Source: an optimization exercise on an open RTL-to-GDS flow (aim: small area). Production flows keep margins and buffers that such runs may drop.
In this exercise RTL edits were held to simulation tests only and were not proved equivalent to the original.
Power is estimated from default activity; no workload was simulated.

==> inputs of fjord <==
==> flow/design.v (excerpt) <==
module ALU_sync (
  input  wire        clk,
  input  wire [15:0] A, B,
  input  wire [3:0]  ALU_FUN,
  output reg  [15:0] ALU_OUT,
  output reg         Carry_flag,
  output reg         Arith_flag,
  output reg         Logic_flag,
  output reg         CMP_flag,
  output reg         Shift_flag
);
export LEC_CHECK = 0
export ABC_AREA = 1
export CAP_MARGIN = 20
export CORE_MARGIN = 2
export CORE_UTILIZATION = 40
export GPL_ROUTABILITY_DRIVEN = 0
export SETUP_SLACK_MARGIN = -0.8
export SLEW_MARGIN = 20
create_clock -name core_clock -period 35.0 [get_ports {clk}]
standard.sh (not shown) runs the stock make flow with config.mk's settings and CLKGATE_MAP_FILE= SYNTH_SCRIPT=/design/flow/synth_recipe.tcl, a recipe that flattens the netlist after the stock synthesis.
==> flow/flow/run.sh <==
#!/bin/bash
# The standard layout with two changes:
# - ABC's area script maps for area only (flow/abc_area.script);
# - the port buffers are the platform's smallest plain buffer.
# ORFS reads its scripts from a copy in this folder that differs from the
# installed one only in abc_area.script.
set -euo pipefail
here=$(pwd)
rm -rf "$here/orfs_scripts"
cp -r "$FLOW_HOME/scripts" "$here/orfs_scripts"
cp "$here/flow/abc_area.script" "$here/orfs_scripts/abc_area.script"
export BUFFER_PORTS_ARGS="-buffer_cell sky130_fd_sc_hd__buf_1"
bash standard.sh "SCRIPTS_DIR=$here/orfs_scripts" \
  "BUFFER_PORTS_ARGS=-buffer_cell sky130_fd_sc_hd__buf_1" finish > standard.log 2>&1
==> flow/flow/abc_area.script <==
strash
dch
map -a
topo
stime -c
buffer -c
upsize -c
dnsize -c
==> inputs of onyx, as changes to fjord <==
--- a/flow/design.v
+++ b/flow/design.v
@@ -35,24 +35,57 @@
   assign bz[10] = ~|B[15:6];
   assign bz[11] = ~|B[15:5];
   assign bz[12] = ~|B[15:4];
   assign bz[13] = ~|B[15:3];
   assign bz[14] = ~|B[15:2];
   assign bz[15] = ~|B[15:1];
   wire bnz = |B;
-  wire [2:0] ta = A[15:13];
-  wire [2:0] tb = B[2:0];
-  wire tdiv = bz[13] & (tb != 3'd0);
-  wire [2:0] tq = tdiv ? ta / tb : 3'd0;
-  wire [2:0] tr = tdiv ? ta % tb : ta;
-  wire [2:0] tm = A[2:0] * B[15:13];
-  wire [2:0] o13 = op_mul ? tm : (op_div ? tr : ta);
-  wire q15 = tq[2];
-  wire q14 = tq[1];
-  wire q13 = tq[0];
+  wire [0:0] x15, y15, s15;
+  wire c15, q15;
+  assign x15 = A[15] & fresh_en;
+  assign y15 = op_mul ? (A[0:0] & {1{B[15]}}) : ~B[0:0];
+  wire [1:0] k15;
+  assign k15[0] = ~op_mul;
+  assign s15[0] = x15[0] ^ y15[0] ^ k15[0];
+  assign k15[1] = (x15[0] & y15[0]) | (k15[0] & (x15[0] ^ y15[0]));
+  assign c15 = k15[1];
+  assign q15 = c15 & bz[15];
+  wire sel15 = op_mul | (op_div & q15);
+  wire [0:0] o15 = sel15 ? s15 : x15;
+  wire [1:0] x14, y14, s14;
+  wire c14, q14;
+  assign x14 = {o15, A[14] & fresh_en};
+  assign y14 = op_mul ? (A[1:0] & {2{B[14]}}) : ~B[1:0];
+  wire [2:0] k14;
+  assign k14[0] = ~op_mul;
+  assign s14[0] = x14[0] ^ y14[0] ^ k14[0];
+  assign k14[1] = (x14[0] & y14[0]) | (k14[0] & (x14[0] ^ y14[0]));
+  assign s14[1] = x14[1] ^ y14[1] ^ k14[1];
+  assign k14[2] = (x14[1] & y14[1]) | (k14[1] & (x14[1] ^ y14[1]));
+  assign c14 = k14[2];
+  assign q14 = c14 & bz[14];
+  wire sel14 = op_mul | (op_div & q14);
+  wire [1:0] o14 = sel14 ? s14 : x14;
+  wire [2:0] x13, y13, s13;
+  wire c13, q13;
+  assign x13 = {o14, A[13] & fresh_en};
+  assign y13 = op_mul ? (A[2:0] & {3{B[13]}}) : ~B[2:0];
+  wire [2:0] p13 = x13 ^ y13;
+  wire [2:0] g13;
+  assign g13[0] = (x13[0] & y13[0]) | (~op_mul & p13[0]);
+  assign g13[2:1] = x13[2:1] & y13[2:1];
+  wire G13_0 = g13[1] | (p13[1] & g13[0]);
+  wire G13_1 = g13[2] | (p13[2] & G13_0);
+  assign s13[0] = p13[0] ^ ~op_mul;
+  assign s13[1] = p13[1] ^ g13[0];
+  assign s13[2] = p13[2] ^ G13_0;
+  assign c13 = G13_1;
+  assign q13 = c13 & bz[13];
+  wire sel13 = op_mul | (op_div & q13);
+  wire [2:0] o13 = sel13 ? s13 : x13;
   wire [3:0] x12, y12, s12;
   wire c12, q12;
   assign x12 = {o13, A[12] & fresh_en};
   assign y12 = op_mul ? (A[3:0] & {4{B[12]}}) : ~B[3:0];
   wire [3:0] p12 = x12 ^ y12;
   wire [3:0] g12;
   assign g12[0] = (x12[0] & y12[0]) | (~op_mul & p12[0]);
==> flow/flow/run.sh (replaced) <==
#!/bin/bash
# The standard layout, with the input and output port buffers made from
# the platform's smallest plain buffer instead of the resizer's default pick,
# and after global routing, downsizing of gates on paths with slack to spare.
set -euo pipefail
export BUFFER_PORTS_ARGS="-buffer_cell sky130_fd_sc_hd__buf_1"
export RECOVER_POWER=100
bash standard.sh "BUFFER_PORTS_ARGS=-buffer_cell sky130_fd_sc_hd__buf_1" RECOVER_POWER=100 finish > standard.log 2>&1
- GPL_ROUTABILITY_DRIVEN: 0 -> default
- SETUP_SLACK_MARGIN: -0.8 -> default
removed: flow/flow/abc_area.script
==> notes <==
Worst setup slack: fjord is worse than onyx (620 ps).
In fjord the fmax is lower than in onyx, by 1.9%.
Global-route usage: onyx is higher than fjord (0.61 points).
Against onyx, the utilization of fjord is lower by 1.6 points.
Of onyx and fjord, onyx has the higher hold slack (gap 1.8 ps).
Of onyx and fjord, onyx has the higher cell area (gap about 4.6%, measured against fjord).
Of fjord and onyx, onyx has the higher total power (gap 2.6%, measured against onyx).
Against fjord, the clock power of onyx is higher by about 6%.
==> figures <==
|  | fjord | onyx |
|---|---|---|
| Share of total power in the clock network | 7.5% | 7.7% |
| Hold path endpoint | Logic_flag | Carry_flag |
| Total power after layout | 0.000339 W | 0.000348 W |
| Buffering stage count on the worst path with inverters included | 21 | 16 |
| Per-instance average area after synthesis | 7.02 um2 | 6.54 um2 |
| Vias per cell | 5.96 | 5.88 |
| Switching component of the power | 0.000189 W | 0.000197 W |
| LEAKAGE | 4.94 nW | 5.52 nW |
| Count of different cell masters after synthesis | 73 | 60 |
| Result of the run | timing/DRC/antenna clean | timing/DRC/antenna clean |
| Syn nets | 1677 | 1801 |
| Crit Path Max Fanout | 25 | 16 |
| Post-synthesis share of cell area spent on xor and xnor gates | 6.97% | 5.27% |
| Source of the worst hold timing path | ALU_FUN[1] | ALU_FUN[3] |
| Total routed wirelength | 37.9 mm | 40.0 mm |
| Detailed Route Iter0 Violations | 1126 | 997 |
| Final period util | 96.0% | 94.2% |
| Endpoint arrival time on the critical path | 33710 ps | 33120 ps |

==> separate check: timing with driven ports <==
No port has a modelled driver above. Below, the same layouts with a new extraction and two added sets of constraints. Step 1: set_driving_cell puts a clkbuf_16 on clk and a buf_2 on each other input, an assumption about the parent block. Step 2, shift: input delay + t, output delay - t, t = (earliest + latest rising clock arrival at the registers) / 2. This alone moves slack from input paths to output paths. Three values: ideal ports, drivers, drivers and shift; two values: the first two.
run | t (ns) | setup WS [ns] | latest minus earliest clock arrival (ns) | worst register clock-pin slew, ns | worst data-port slew with drivers (ns)
fjord | 0.292 | 1.392 / 1.405 / 1.113 | 0.005 / 0.005 | 0.07 / 0.07 | 0.04
onyx | 0.303 | 2.016 / 2.027 / 1.724 | 0.013 / 0.014 | 0.08 / 0.08 | 0.05
After both steps setup and hold are still met in every run listed. The setup slack of onyx, which loses most, moves by +0.011 ns with the drivers and by -0.292 ns with both steps.
